What follows belongs to an exercise in optimizing a design on an open flow for small area and a short achievable clock period; a production flow would make more cautious choices. The RTL was checked by simulation tests, not by an equivalence proof against the original design. In every run shown here, the design's own scripts or RTL, not TritonCTS, make the clock network. The clock input has no modelled driver; a real chip could not lean on it and would need a root buffer or a full tree.

==> flow/design.v (outline; a module is shown in full before it is edited, if it fits) <==
// module mul16_top: 15 lines
// module multiplier: 1639 lines
// module mul_fa: 4 lines
// module mul_a21oi: 3 lines
// module mul_inv: 3 lines
// module mul_nand2: 3 lines
// module mul_nor2: 3 lines
// module mul_o21ai: 3 lines
// module mul_xnor2: 3 lines
// module mul_xor2: 3 lines
// module mul_xnor: 3 lines
// module mul_or: 3 lines
// module mul_nand4: 3 lines
module mul16_top(
    input clk,
    input [15:0] a,
    input [15:0] b,
    output reg [31:0] res
);
  // ...
==> flow/flow/run.sh <==
#!/bin/bash
# Own layout flow: the standard ORFS flow (standard.sh), with
#  - port buffers of a small, fast buffer cell instead of the default delay buffer;
#  - the clock tree rebuilt after CTS as one level of four buffers driven by the clock
#    port (flatten_clock_core.tcl), which shortens the clock's insertion delay for all
#    registers alike;
#  - after that, and after global routing, timing repair aiming for setup slack above a
#    margin, so that the design is sized for the period it can reach rather than left at
#    minimum size by the loose clock.
# make's output goes to standard.log here; ORFS keeps each step's log in orfs/logs.
set -euo pipefail
cd "$(dirname "$0")/.."
export FLOW_DIR_OWN="$PWD/flow"
export FLOW_SETUP_MARGIN=16.98
export SETUP_MOVE_SEQUENCE=sizeup,swap
export FLOW_IN_REG_CELL=sky130_fd_sc_hd__dfxtp_4
export FLOW_CLK_LEAF_CELL=sky130_fd_sc_hd__clkbuf_8
export BUFFER_PORTS_ARGS="-buffer_cell sky130_fd_sc_hd__buf_1"
export CTS_ARGS="-sink_clustering_enable -repair_clock_nets -dont_use_dummy_load -buf_list sky130_fd_sc_hd__clkbuf_8"
export POST_CTS_TCL="$PWD/flow/flatten_clock_post.tcl"
export PRE_GLOBAL_ROUTE_TCL="$PWD/flow/grt_margin.tcl"
bash standard.sh > standard.log 2>&1
==> flow/flow/flatten_clock_core.tcl <==
# Rebuild the clock tree that CTS made as a single level: the clock port drives
# NLEAF clock buffers directly, each driving the registers of one region of the
# core. This removes the root buffer level and so the clock's insertion delay
# (it does not skew registers against each other: all go through one buffer).
set nleaf 4
set bufcell sky130_fd_sc_hd__clkbuf_16
if {[info exists ::env(FLOW_CLK_LEAF_CELL)] && $::env(FLOW_CLK_LEAF_CELL) ne ""} { set bufcell $::env(FLOW_CLK_LEAF_CELL) }
set block [ord::get_db_block]
set clknet [$block findNet clk]
# every register clock pin (sink) of the tree, and every clock-tree buffer
set sinks {}
set bufs {}
set todo [list $clknet]
while {[llength $todo]} {
  set net [lindex $todo 0]
  set todo [lrange $todo 1 end]
  foreach it [$net getITerms] {
    if {![$it isInputSignal] && [$it getIoType] ne "INPUT"} { continue }
    set inst [$it getInst]
    set m [[$inst getMaster] getName]
    if {[string match "sky130_fd_sc_hd__clkbuf*" $m] || [string match "sky130_fd_sc_hd__clkinv*" $m] || [string match "sky130_fd_sc_hd__buf*" $m]} {
      if {[lsearch -exact $bufs $inst] < 0} {
        lappend bufs $inst
        foreach o [$inst getITerms] {
          if {[$o isOutputSignal]} { lappend todo [$o getNet] }
        }
      }
    } else {
      lappend sinks $it
    }
  }
}
puts "flatten_clock: [llength $sinks] sinks, [llength $bufs] buffers"
# split the sinks into nleaf groups: halves by x, then each half by y
proc loc {it} {
  set b [[$it getInst] getBBox]
  return [list [expr {([$b xMin] + [$b xMax]) / 2}] [expr {([$b yMin] + [$b yMax]) / 2}]]
}
proc split_by {items idx} {
  set s [lsort -real -index 1 [lmap it $items {list $it [lindex [loc $it] $idx]}]]
  set n [expr {[llength $s] / 2}]
  return [list [lmap p [lrange $s 0 [expr {$n - 1}]] {lindex $p 0}] [lmap p [lrange $s $n end] {lindex $p 0}]]
}
set groups {}
foreach half [split_by $sinks 0] {
  foreach q [split_by $half 1] { lappend groups $q }
}
# remove the old tree
foreach inst $bufs {
  foreach o [$inst getITerms] {
    if {[$o isOutputSignal]} {
      set n [$o getNet]
      foreach it [$n getITerms] { $it disconnect }
      odb::dbNet_destroy $n
    }
  }
  odb::dbInst_destroy $inst
}
# one buffer per group, at the group's centre
set master [[ord::get_db] findMaster $bufcell]
set k 0
foreach g $groups {
  set sx 0; set sy 0
  foreach it $g { lassign [loc $it] x y; incr sx $x; incr sy $y }
  set cx [expr {$sx / [llength $g]}]; set cy [expr {$sy / [llength $g]}]
  set inst [odb::dbInst_create $block $master "clkbuf_leaf_$k"]
  set net [odb::dbNet_create $block "clknet_leaf_$k"]
  $net setSigType CLOCK
  [$inst findITerm A] connect $clknet
  [$inst findITerm X] connect $net
  foreach it $g { $it connect $net }
  $inst setLocation $cx $cy
  $inst setPlacementStatus PLACED
  puts "flatten_clock: clkbuf_leaf_$k drives [llength $g] sinks"
  incr k
}
==> flow/flow/flatten_clock_post.tcl <==
source $::env(FLOW_DIR_OWN)/flatten_clock_core.tcl
if {[info exists ::env(FLOW_IN_REG_CELL)] && $::env(FLOW_IN_REG_CELL) ne ""} {
  foreach inst [get_cells {a_r* b_r*}] {
    replace_cell $inst $::env(FLOW_IN_REG_CELL)
  }
}
# optionally a stronger cell for the buffers that drive the output ports
if {[info exists ::env(FLOW_OUT_BUF_CELL)] && $::env(FLOW_OUT_BUF_CELL) ne ""} {
  foreach bt [[ord::get_db_block] getBTerms] {
    if {[$bt getIoType] ne "OUTPUT"} { continue }
    foreach it [[$bt getNet] getITerms] {
      if {[$it isOutputSignal]} {
        replace_cell [get_cells [[$it getInst] getName]] $::env(FLOW_OUT_BUF_CELL)
      }
    }
  }
}
detailed_placement
estimate_parasitics -placement
# size the design for the period it can reach: repair setup against a margin
set ::env(SETUP_SLACK_MARGIN) $::env(FLOW_SETUP_MARGIN)
repair_timing_helper
detailed_placement
check_placement -verbose
==> flow/flow/grt_margin.tcl <==
# the global-route stage's timing repair uses the same setup margin as after CTS
set ::env(SETUP_SLACK_MARGIN) $::env(FLOW_SETUP_MARGIN)
==> flow/standard.sh <==
#!/bin/bash
# synth_recipe.tcl (not shown) runs the flow's synth.tcl, then flattens the netlist and writes it again
# the make line also repeats each setting of config.mk as NAME=value (left out here)
make -C /OpenROAD-flow-scripts/flow DESIGN_CONFIG=/design/flow/config.mk WORK_HOME=/design/flow/orfs CLKGATE_MAP_FILE= SYNTH_SCRIPT=/design/flow/synth_recipe.tcl "${@:-finish}"
==> flow/config.mk <==
export PLATFORM = sky130hd
export DESIGN_NAME = mul16_top
export DESIGN_NICKNAME = mul16_top
export VERILOG_FILES = /design/flow/design.v
export SDC_FILE = /design/flow/constraint.sdc
export NUM_CORES = 4
export LEC_CHECK = 0
export CAP_MARGIN = 20
export CORE_MARGIN = 2
export CORE_UTILIZATION = 60
export SLEW_MARGIN = 20
export SYNTH_HIERARCHICAL = 1
==> flow/constraint.sdc <==
create_clock -name core_clock -period 22.0 [get_ports {clk}]
set_input_delay 4.4000 -clock core_clock [delete_from_list [all_inputs] [get_ports {clk}]]
set_output_delay 4.4000 -clock core_clock [all_outputs]
set_load 0.01 [all_outputs]
==> qor.csv, run 1 <==
metric,value,unit
status,"complete, no violations",
final instance area,0.008600,mm²
Crit Reg-Reg Startpoint,b_r[6],
final worst path period share,22.77,%
n_taps,180,
Max-cap violations,0,
reg2reg end,res[28],
Synth Cell Area,0.008693,mm²
"Largest delay share family, worst path",flip-flops,
Largest Register,res,
via count,5785,
top cell class by occupied area,multi-input gates,
hold path cells,2,
Routed Antenna Nets,0,
drt pass-1 iters,5,
# rows,43,
Area after DPL,0.008217,mm²
crit end category,primary output,
vias in the first global route,6559,
Post-synth top cells,"295 x nand2_1, 195 x fa_1, 64 x dfxtp_1",
main combinational cell family by area after synthesis,adder cells,
worst slew pin tran,0.6446,ns
DR vias/cell,5.683,
multi-input logic area,0.006469,mm²
Yosys top cell area share,44.91,%
GR Util All Layers,27.86,%
crit path to,res[29],
==> run 2, diff against run 1 <==
--- a/flow/flow/run.sh
+++ b/flow/flow/run.sh
@@ -11,7 +11,7 @@
 set -euo pipefail
 cd "$(dirname "$0")/.."
 export FLOW_DIR_OWN="$PWD/flow"
-export FLOW_SETUP_MARGIN=16.98
+export FLOW_SETUP_MARGIN=16.93
 export SETUP_MOVE_SEQUENCE=sizeup,swap
 export FLOW_IN_REG_CELL=sky130_fd_sc_hd__dfxtp_4
 export FLOW_CLK_LEAF_CELL=sky130_fd_sc_hd__clkbuf_8
==> qor.csv, run 2 <==
metric,value,unit,change
Post-Syn Area per Cell,10.07,µm²,unchanged
CP startpoint kind,flip-flop,,unchanged
Crit Path Category,reg -> out,,unchanged
Routed Antenna Nets,0,,unchanged
Synth Warn #,7,,unchanged
Worst Hold Class,reg -> reg,,unchanged
Die ar.,0.01547,mm²,unchanged
Yosys top cell area share,44.91,%,unchanged
Final min period,5.035,ns,was 5.009 ns
final hold violation count,0,,unchanged
"commonest non-fill, non-tap cell in the layout",nand2_1,,unchanged
main combinational cell family by area after synthesis,adder cells,,unchanged
Ports,65,,unchanged
layout cell share with drive strength beyond 1,10.50,%,was 15.63%
"Distinct cells, synth",14,,unchanged
die width,124.4,µm,unchanged
CP max stage cell,dfxtp_1,,was dfxtp_2
Final Setup Violations,0,,unchanged
via count,5795,,was 5785
Die Y,124.4,µm,unchanged
number of remaining DRC errors,0,,unchanged
most common cell in the netlist,nand2_1,,unchanged
Starting DRT DRC Count,425,,was 350
proportion of synthesized area in mux cells,0,%,unchanged
CP arrival,0.64,ns,was 0.61 ns
total negative slack,0,ns,unchanged
crit end category,primary output,,unchanged
post-synthesis xor/xnor area fraction,7.556,%,unchanged
final layout net count,1068,,unchanged
Crit Reg-Reg Startpoint,a_r[5],,was b_r[6]
worst slew pin tran,0.6526,ns,was 0.6446 ns
leading area contributor after synthesis,fa_1,,unchanged
post-synthesis sequential area ratio,14.74,%,unchanged
Layout Skew,0.01438,ns,was 0.01377 ns
Largest register FFs,32,,unchanged
global-route wire length before repair,33740,µm,was 33810 µm
Post-Synth Simple-Gate Area,15.62,%,unchanged
post-DP HPWL,15370,µm,unchanged
launch point of the worst path,res[11],,was res[29]
GR Util All Layers,27.81,%,was 27.86%
# rows,43,,unchanged
Yosys reg bits,64,,unchanged
Cells after Synth,863,,unchanged
Async SR Flop Fraction,0,%,unchanged
Post-Synth Adder-Cell Area,44.91,%,unchanged
Max-cap violations,0,,unchanged
Post-synth EDFFs,0,,unchanged
largest net degree at the start of global routing,23,,unchanged
Synth Cell Area,0.008693,mm²,unchanged
clock latency on the worst-skew pair,0.17,ns,about the same
Slew headroom,56.20,%,was 56.74%
worst path bufs/invs,1,,unchanged
drt pass-1 iters,5,,unchanged
Finished Core Util,60.13,%,was 61.24%
Largest Register,res,,unchanged
"commonest cells after routing, fill and taps aside","295 x nand2_1, 195 x fa_1, 56 x buf_1",,"was 295 x nand2_1, 194 x fa_1, 49 x xnor2_1"
final worst path period share,22.89,%,was 22.77%
largest stage delay on the critical path,0.33,ns,was 0.34 ns
top flop regs,"res (32), a_r (16), b_r (16)",,unchanged
DR vias/cell,5.693,,was 5.683
HP Start,a_r[0],,unchanged
ys flop type,dfxtp_1,,unchanged
routed len/inst,19.72,µm,was 19.82 µm
compound-gate portion of the synthesized area,5.613,%,unchanged
Fill cells,1203,,was 1182
Initial Util,61.91,%,unchanged
GRT overflow,0,,unchanged
CTS sink cnt,64,,unchanged
core area,0.01404,mm²,unchanged
Area Overhead vs Synth,-2.879,%,was -1.079%
Port Buffers,64,,unchanged
Mapped Nets,1091,,unchanged
max-slew violation count,0,,unchanged
WL final,20080,µm,was 20170 µm
status,"complete, no violations",,unchanged
critical-path maximum fanout,1,,unchanged
vias in the first global route,6553,,was 6559
fmax,198.6,MHz,was 199.7 MHz
gp weighted congestion,0.9215,,unchanged
antenna violations before repair,0,,unchanged
"Largest delay share family, worst path",flip-flops,,unchanged
clock slew at reported path FFs,0.11,ns,was 0.10 ns
synth top area cells,"fa_1 45%, dfxtp_1 15%, nand2_1 13%, buf_6 8.2%, xnor2_1 5.5%",,unchanged
Antenna diodes,0,,unchanged
critical-path cell list,buf_1,,was buf_6
unrepaired setup endpoints after global routing,yes,,unchanged
Post-synth top cells,"295 x nand2_1, 195 x fa_1, 64 x dfxtp_1",,unchanged
Critical Path RT,17.60,ns,about the same
[run 2: cell types whose count changed in the layout (fill, tap and decap cells not counted), moves of 6 or more]
cell	previous run	this run
buf_2	18	1
dfxtp_2	13	0
clkbuf_2	1	7
buf_6	15	2
dfxtp_1	19	32
buf_1	32	56
[run 2: final cells by class]
| class | count | area, µm² | share of cell area (%) |
|---|---|---|---|
| Multi-Input combinational cell | 692 | 6440 | 76.27 |
| Sequential cell | 64 | 1401 | 16.60 |
| Timing Repair Buffer | 67 | 280.3 | 3.320 |
| Tap cell | 180 | 225.2 | 2.667 |
| Buffer | 4 | 55.05 | 0.6520 |
| Inverter | 11 | 41.29 | 0.4890 |
[run 2: cell families after synthesis]
| group | count (synthesis) |
|---|---|
| buffers and inverters | 107 |
| adders and majority gates | 195 |
| xor gates and xnor gates | 75 |
| DFF | 64 |
| AOI/OAI and AO/OA | 75 |
| and+or+nand+nor | 347 |
[run 2: modules after synthesis (local to each module, per instance), a selection]
module | cells | times used
mul_nand4 | 1 | 15
mul16_top | 64 | 1
mul_xor2 | 1 | 20
mul_nand2 | 1 | 46
mul_o21ai | 1 | 45
mul_xnor | 1 | 15
mul_inv | 1 | 11
mul_a21oi | 1 | 30
mul_nor2 | 1 | 30
mul_xnor2 | 1 | 40
multiplier | 352 | 1
[run 2: metrics by stage]
stage                     hold slack (ns)  std cells  worst slack, ns  cell area [µm²]
after floorplan                    0.6651        863            17.27             8693
after global placement             0.7974       1014            16.71             8217
after global routing               0.6611       1018            16.89             8443
after detailed placement           0.8084       1014            16.62             8217
final                              0.6139       1018            16.96             8443
[run 2: path summary, 6_finish.rpt]
| check | endpoint | slack (ns) | cells past startpoint |
|---|---|---|---|
| setup / recovery | res[11] | 16.96 | 1 |
| hold / removal | res[0] | 0.61 | 2 |
| setup reg to reg | res[30] | 17.08 | 16 |
| hold reg to reg | res[0] | 0.61 | 2 |
[run 2: per-layer routing]
metal  up-vias  track usage (%)  wire (µm)
met5         -                0          0
met4         0            9.451        573
met3        44            5.069       1254
met2       266            50.34      10800
met1      2925            33.41       7446
li1       2560                -          -
[run 2: worst min-delay path: stages (launching register included)]
cell     delay [ns]
dfxtp_4        0.42
nand2_1        0.11
inv_1          0.04
==> run 3, diff against run 2 <==
--- a/flow/flow/run.sh
+++ b/flow/flow/run.sh
@@ -13,7 +13,7 @@
 export FLOW_DIR_OWN="$PWD/flow"
 export FLOW_SETUP_MARGIN=16.93
 export SETUP_MOVE_SEQUENCE=sizeup,swap
-export FLOW_IN_REG_CELL=sky130_fd_sc_hd__dfxtp_4
+export FLOW_IN_REG_CELL=
 export FLOW_CLK_LEAF_CELL=sky130_fd_sc_hd__clkbuf_8
 export BUFFER_PORTS_ARGS="-buffer_cell sky130_fd_sc_hd__buf_1"
 export CTS_ARGS="-sink_clustering_enable -repair_clock_nets -dont_use_dummy_load -buf_list sky130_fd_sc_hd__clkbuf_8"
==> qor.csv, run 3 <==
metric,value,unit,change
fmax,198.6,MHz,about the same
Area Overhead vs Synth,-3.080,%,was -2.879%
Critical Path RT,17.60,ns,about the same
dpl ws,16.62,ns,unchanged
Crit Path Category,reg -> out,,unchanged
ys flop type,dfxtp_1,,unchanged
GR Util All Layers,27.82,%,was 27.81%
area taken by flip-flops and latches,0.001384,mm²,was 0.001401 mm²
Async SR Flop Fraction,0,%,unchanged
worst slew pin tran,0.7574,ns,was 0.6526 ns
antenna violations before repair,0,,unchanged
Area after DPL,0.008217,mm²,unchanged
Starting DRT DRC Count,375,,was 425
unrepaired setup endpoints after global routing,yes,,unchanged
Max-cap violations,0,,unchanged
"Largest delay share family, worst path",flip-flops,,unchanged
Mapped Nets,1091,,unchanged
number of remaining DRC errors,0,,unchanged
Cells after Synth,863,,unchanged
Final Setup Violations,0,,unchanged
largest stage delay on the critical path,0.33,ns,about the same
core area,0.01404,mm²,unchanged
Largest register FFs,32,,unchanged
final instance area,0.008426,mm²,was 0.008443 mm²
CP arrival,0.63,ns,was 0.64 ns
# rows,43,,unchanged
Routed Antenna Nets,0,,unchanged
vias in the first global route,6565,,was 6553
most common cell in the netlist,nand2_1,,unchanged
Antenna diodes,0,,unchanged
die width,124.4,µm,unchanged
via count,5755,,was 5795
crit end category,primary output,,unchanged
critical-path cell list,buf_1,,unchanged
drt pass-1 iters,5,,unchanged
synth top area cells,"fa_1 45%, dfxtp_1 15%, nand2_1 13%, buf_6 8.2%, xnor2_1 5.5%",,unchanged
Post-Layout Cell Count,1018,,unchanged
WL final,20050,µm,was 20080 µm
clock latency on the worst-skew pair,0.17,ns,about the same
final hold violation count,0,,unchanged
gp weighted congestion,0.9215,,unchanged
Largest Register,res,,unchanged
Final min period,5.035,ns,about the same
Fill cells,1205,,was 1203
worst path bufs/invs,1,,unchanged
multi-input logic area,0.006447,mm²,was 0.006440 mm²
post-DP HPWL,15370,µm,unchanged
Yosys top cell area share,44.91,%,unchanged
Initial Util,61.91,%,unchanged
final layout net count,1068,,unchanged
clock slew at reported path FFs,0.11,ns,about the same
Slew headroom,49.44,%,was 56.20%
Worst Hold Class,reg -> reg,,unchanged
Post-synth EDFFs,0,,unchanged
top flop regs,"res (32), a_r (16), b_r (16)",,unchanged
CP startpoint kind,flip-flop,,unchanged
largest net degree at the start of global routing,23,,unchanged
Post-synth top cells,"295 x nand2_1, 195 x fa_1, 64 x dfxtp_1",,unchanged
Port Buffers,64,,unchanged
Synth Warn #,7,,unchanged
max-slew violation count,0,,unchanged
Ports,65,,unchanged
CP max stage cell,dfxtp_1,,unchanged
Inst Count DP,1014,,unchanged
Die ar.,0.01547,mm²,unchanged
routed len/inst,19.69,µm,was 19.72 µm
Post-Syn Area per Cell,10.07,µm²,unchanged
CTS sink cnt,64,,unchanged
GRT overflow,0,,unchanged
Yosys reg bits,64,,unchanged
critical-path maximum fanout,1,,unchanged
Die Y,124.4,µm,unchanged
"commonest cells after routing, fill and taps aside","295 x nand2_1, 195 x fa_1, 56 x buf_1",,unchanged
"Distinct cells, synth",14,,unchanged
DR vias/cell,5.653,,was 5.693
global-route wire length before repair,33790,µm,was 33740 µm
post-synthesis sequential area ratio,14.74,%,unchanged
total negative slack,0,ns,unchanged
Hold Slack,0.6131,ns,was 0.6139 ns
layout cell share with drive strength beyond 1,10.14,%,was 10.50%
final worst path period share,22.89,%,about the same
"commonest non-fill, non-tap cell in the layout",nand2_1,,unchanged
leading area contributor after synthesis,fa_1,,unchanged
Synth Cell Area,0.008693,mm²,unchanged
status,"complete, no violations",,unchanged
Finished Core Util,60.00,%,was 60.13%
Layout Skew,0.01379,ns,was 0.01438 ns
Final WS setup,16.97,ns,was 16.96 ns
-- run 3: layer usage --
layer / GRT usage (%) / vias to the layer above / part of all wire (%)
met5: 0 / - / 0
met4: 9.584 / 0 / 3.0
met3: 5.026 / 47 / 6.0
met2: 50.37 / 233 / 54
met1: 33.37 / 2916 / 37
li1: - / 2559 / -
-- run 3: cell families (layout without fill, tap and decap cells) --
kind of cell	Yosys count	count (layout)	synth area share (%)
AOI/OAI and AO/OA	75	75	5.613
xor gates and xnor gates	75	75	7.556
adders and majority gates	195	195	44.90
buffers and inverters	107	82	11.57
DFF	64	64	14.74
and+or+nand+nor	347	347	15.62
-- run 3: cell type report --
cell class | instances | area share [%]
plain buffers | 4 | 0.6534
well taps | 180 | 2.673
flip-flops and latches | 64 | 16.42
inverters | 11 | 0.4901
multi-input cells | 692 | 76.52
repair buffers | 67 | 3.237
-- run 3: final timing paths --
path                   to  cells past startpoint     from
setup / recovery  res[11]                      1  res[11]
hold / removal     res[0]                      2   a_r[0]
setup reg to reg  res[30]                     16   a_r[5]
hold reg to reg    res[0]                      2   a_r[0]
-- run 3: worst register-to-register path, stage by stage, from the launching register on --
cell	delay, ns
dfxtp_4	0.53
nand2_1	0.14
fa_1	0.48
fa_1	0.48
fa_1	0.59
fa_1	0.44
fa_1	0.51
xnor2_2	0.24
nor2_1	0.10
a21oi_2	0.13
o21ai_1	0.08
a21oi_2	0.31
inv_1	0.16
a21oi_2	0.20
o21ai_1	0.15
a21oi_2	0.17
xnor2_1	0.14
-- run 3: per-module statistics from Yosys, one instance, submodules excluded, excerpt --
module,cells inside,area [µm²],flops+latches,copies in the design
mul_fa,1,20.02,0,195
mul_inv,1,3.754,0,11
mul_o21ai,1,5.005,0,45
mul_xnor2,1,8.758,0,40
mul_a21oi,1,8.758,0,30
mul_nand2,1,3.754,0,46
mul_nor2,1,3.754,0,30
==> run 4, diff against run 3 <==
==> flow/flow/run.sh (replaced) <==
#!/bin/bash
# Own layout flow: the standard ORFS flow (standard.sh), with
#  - port buffers of a small, fast buffer cell (buf_1) instead of the default delay buffer;
#  - the clock tree rebuilt after CTS as one level of four clkbuf_8 buffers driven by the
#    clock port (flatten_clock_core.tcl), which shortens the clock's insertion delay for
#    all registers alike (every register is one buffer away from the clock port);
#  - after that, and after global routing, timing repair by gate sizing only (no new
#    buffers) against a setup margin, so that the critical cells are sized for the
#    period the design can reach rather than left at minimum size by the loose clock.
# make's output goes to standard.log here; ORFS keeps each step's log in orfs/logs.
set -euo pipefail
cd "$(dirname "$0")/.."
export FLOW_DIR_OWN="$PWD/flow"
export FLOW_SETUP_MARGIN=16.93
export SETUP_MOVE_SEQUENCE=sizeup,swap
export FLOW_IN_REG_CELL=
export FLOW_CLK_LEAF_CELL=sky130_fd_sc_hd__clkbuf_8
export BUFFER_PORTS_ARGS="-buffer_cell sky130_fd_sc_hd__buf_1"
export CTS_ARGS="-sink_clustering_enable -repair_clock_nets -dont_use_dummy_load -buf_list sky130_fd_sc_hd__clkbuf_8"
export POST_CTS_TCL="$PWD/flow/flatten_clock_post.tcl"
export PRE_GLOBAL_ROUTE_TCL="$PWD/flow/grt_margin.tcl"
bash standard.sh > standard.log 2>&1
==> qor.csv, run 4 <==
metric,value,unit,change
status,"complete, no violations",,unchanged
post-DP HPWL,15370,µm,unchanged
Port Buffers,64,,unchanged
Cells after Synth,863,,unchanged
antenna violations before repair,0,,unchanged
leading area contributor after synthesis,fa_1,,unchanged
crit path to,res[11],,unchanged
critical-path maximum fanout,1,,unchanged
CP max stage cell,dfxtp_1,,unchanged
drt pass-1 iters,5,,unchanged
GRT overflow,0,,unchanged
die width,124.4,µm,unchanged
Initial Util,61.91,%,unchanged
Starting DRT DRC Count,375,,unchanged
Max-cap violations,0,,unchanged
largest stage delay on the critical path,0.33,ns,about the same
DR vias/cell,5.653,,unchanged
"Distinct cells, synth",14,,unchanged
Slew headroom,49.44,%,unchanged
clock slew at reported path FFs,0.11,ns,about the same
Inst Count DP,1014,,unchanged
CP arrival,0.63,ns,about the same
Synth Warn #,7,,unchanged
Yosys top cell area share,44.91,%,unchanged
Post-synth top cells,"295 x nand2_1, 195 x fa_1, 64 x dfxtp_1",,unchanged
Mapped Nets,1091,,unchanged
gp weighted congestion,0.9215,,unchanged
Area after DPL,0.008217,mm²,unchanged
CTS sink cnt,64,,unchanged
Largest register FFs,32,,unchanged
Final Setup Violations,0,,unchanged
final hold violation count,0,,unchanged
layout cell share with drive strength beyond 1,10.14,%,unchanged
WL final,20050,µm,unchanged
final instance area,0.008426,mm²,unchanged
worst path bufs/invs,1,,unchanged
final worst path period share,22.89,%,unchanged
number of remaining DRC errors,0,,unchanged
stages on the worst setup path,1,,unchanged
Async SR Flop Fraction,0,%,unchanged
Synth Cell Area,0.008693,mm²,unchanged
Yosys reg bits,64,,unchanged
R2R depth,16,,unchanged
Layout Skew,0.01379,ns,unchanged
GR Util All Layers,27.82,%,unchanged
WL met1,7470,µm,unchanged
total negative slack,0,ns,unchanged
most common cell in the netlist,nand2_1,,unchanged
ys flop type,dfxtp_1,,unchanged
core area,0.01404,mm²,unchanged
global-route wire length before repair,33790,µm,unchanged
Fill cells,1205,,unchanged
Worst Hold Class,reg -> reg,,unchanged
Antenna diodes,0,,unchanged
Die Y,124.4,µm,unchanged
Ports,65,,unchanged
max-slew violation count,0,,unchanged
top flop regs,"res (32), a_r (16), b_r (16)",,unchanged
Crit Reg-Reg Startpoint,a_r[5],,unchanged
Critical Path RT,17.60,ns,about the same
fmax,198.6,MHz,unchanged
final layout net count,1068,,unchanged
clock latency on the worst-skew pair,0.17,ns,about the same
routed len/inst,19.69,µm,unchanged
met2 WL,10760,µm,unchanged
via count,5755,,unchanged
crit end category,primary output,,unchanged
vias in the first global route,6565,,unchanged
top layer in use,met4,,unchanged
largest net degree at the start of global routing,23,,unchanged
Routed Antenna Nets,0,,unchanged
Crit Path Category,reg -> out,,unchanged
worst slew pin tran,0.7574,ns,unchanged
dpl ws,16.62,ns,unchanged
# rows,43,,unchanged
Area Overhead vs Synth,-3.080,%,unchanged
Die ar.,0.01547,mm²,unchanged
"commonest non-fill, non-tap cell in the layout",nand2_1,,unchanged
critical-path cell list,buf_1,,unchanged
Post-Syn Area per Cell,10.07,µm²,unchanged
Final min period,5.035,ns,unchanged
Largest Register,res,,unchanged
reg2reg end,res[30],,unchanged
unrepaired setup endpoints after global routing,yes,,unchanged
"commonest cells after routing, fill and taps aside","295 x nand2_1, 195 x fa_1, 56 x buf_1",,unchanged
post-synthesis sequential area ratio,14.74,%,unchanged
synth top area cells,"fa_1 45%, dfxtp_1 15%, nand2_1 13%, buf_6 8.2%, xnor2_1 5.5%",,unchanged
Post-synth EDFFs,0,,unchanged
"Largest delay share family, worst path",flip-flops,,unchanged
Post-Layout Cell Count,1018,,unchanged
routed wl met3,1206,µm,unchanged
launch point of the worst path,res[11],,unchanged
CP startpoint kind,flip-flop,,unchanged
Final WS setup,16.97,ns,unchanged
[run 4: worst min-delay path by stage]
stage,from,end,cells past startpoint
after global routing,a_r[0],res[0],2
after global placement,a_r[0],res[0],2
after detailed placement,a_r[0],res[0],2
final,a_r[0],res[0],2
after floorplan,a_r[0],res[0],4
[run 4: modules after synthesis (local to each module, per instance)]
module / cells inside / flip-flops and latches
multiplier: 352 / 0
mul16_top: 64 / 64
mul_fa: 1 / 0
mul_a21oi: 1 / 0
mul_xnor: 1 / 0
mul_xnor2: 1 / 0
mul_xor2: 1 / 0
mul_nand4: 1 / 0
mul_o21ai: 1 / 0
mul_inv: 1 / 0
mul_nand2: 1 / 0
mul_nor2: 1 / 0
[run 4: metrics by stage]
| stage | hold slack, ns | utilization [%] |
|---|---|---|
| after detailed placement | 0.8084 | 58.51 |
| final | 0.6131 | 60.00 |
| after global routing | 0.6611 | 60.00 |
| after global placement | 0.7974 | 58.51 |
| after floorplan | 0.6651 | - |
[run 4: final cells by class]
type | count | area, µm² | share of cell area, %
multi-input combinational | 692 | 6447 | 76.52
sequential | 64 | 1384 | 16.42
timing repair buffer | 67 | 272.8 | 3.237
tap | 180 | 225.2 | 2.673
buffer | 4 | 55.05 | 0.6534
inverter | 11 | 41.29 | 0.4901
[run 4: layer usage]
layer | track usage [%] | vias to the layer above
li1 | - | 2559
met1 | 33.37 | 2916
met5 | 0 | -
met4 | 9.584 | 0
met3 | 5.026 | 47
met2 | 50.37 | 233
[run 4: cell families (layout without fill, tap and decap cells)]
group | count (synthesis) | after routing | synth area share [%]
flip-flops | 64 | 64 | 14.74
buffers and inverters | 107 | 82 | 11.57
XOR/XNOR | 75 | 75 | 7.556
AO/OA/AOI/OAI | 75 | 75 | 5.613
adder cells (fa/ha/maj) | 195 | 195 | 44.90
AND/OR/NAND/NOR | 347 | 347 | 15.62

-- re-timing with driven ports --
In the flow no input, the clock included, has a driving cell. The finished layouts below were timed again as built, in two steps.
Step 1 sets driving cells, clkbuf_16 on the clock port and buf_2 on the other inputs (assumed; they add their load-dependent delay and slew).
Step 2 adds t to the input delays and takes it off the output delays; t is the mean of the earliest and latest rising clock arrival at the registers after step 1. Input paths then give back, and output paths get back, about the clock's delay inside the block.
Three values: no drivers, after step 1, after step 2; two values: the first two.
run | shift t [ns] | slack for setup (ns) | worst setup path after step 2 | worst register clock-pin slew, ns | worst slew at a driven data input, ns
run 1 | 0.232 | 16.991 / 16.917 / 17.149 | register to output | 0.11 / 0.11 | 0.04
run 2 | 0.232 | 16.964 / 16.891 / 17.082 | register to register | 0.11 / 0.11 | 0.04
run 3 | 0.233 | 16.965 / 16.891 / 17.073 | register to register | 0.11 / 0.11 | 0.04
run 4 | 0.233 | 16.965 / 16.891 / 17.073 | register to register | 0.11 / 0.11 | 0.04
After both steps every run listed still meets setup and hold.
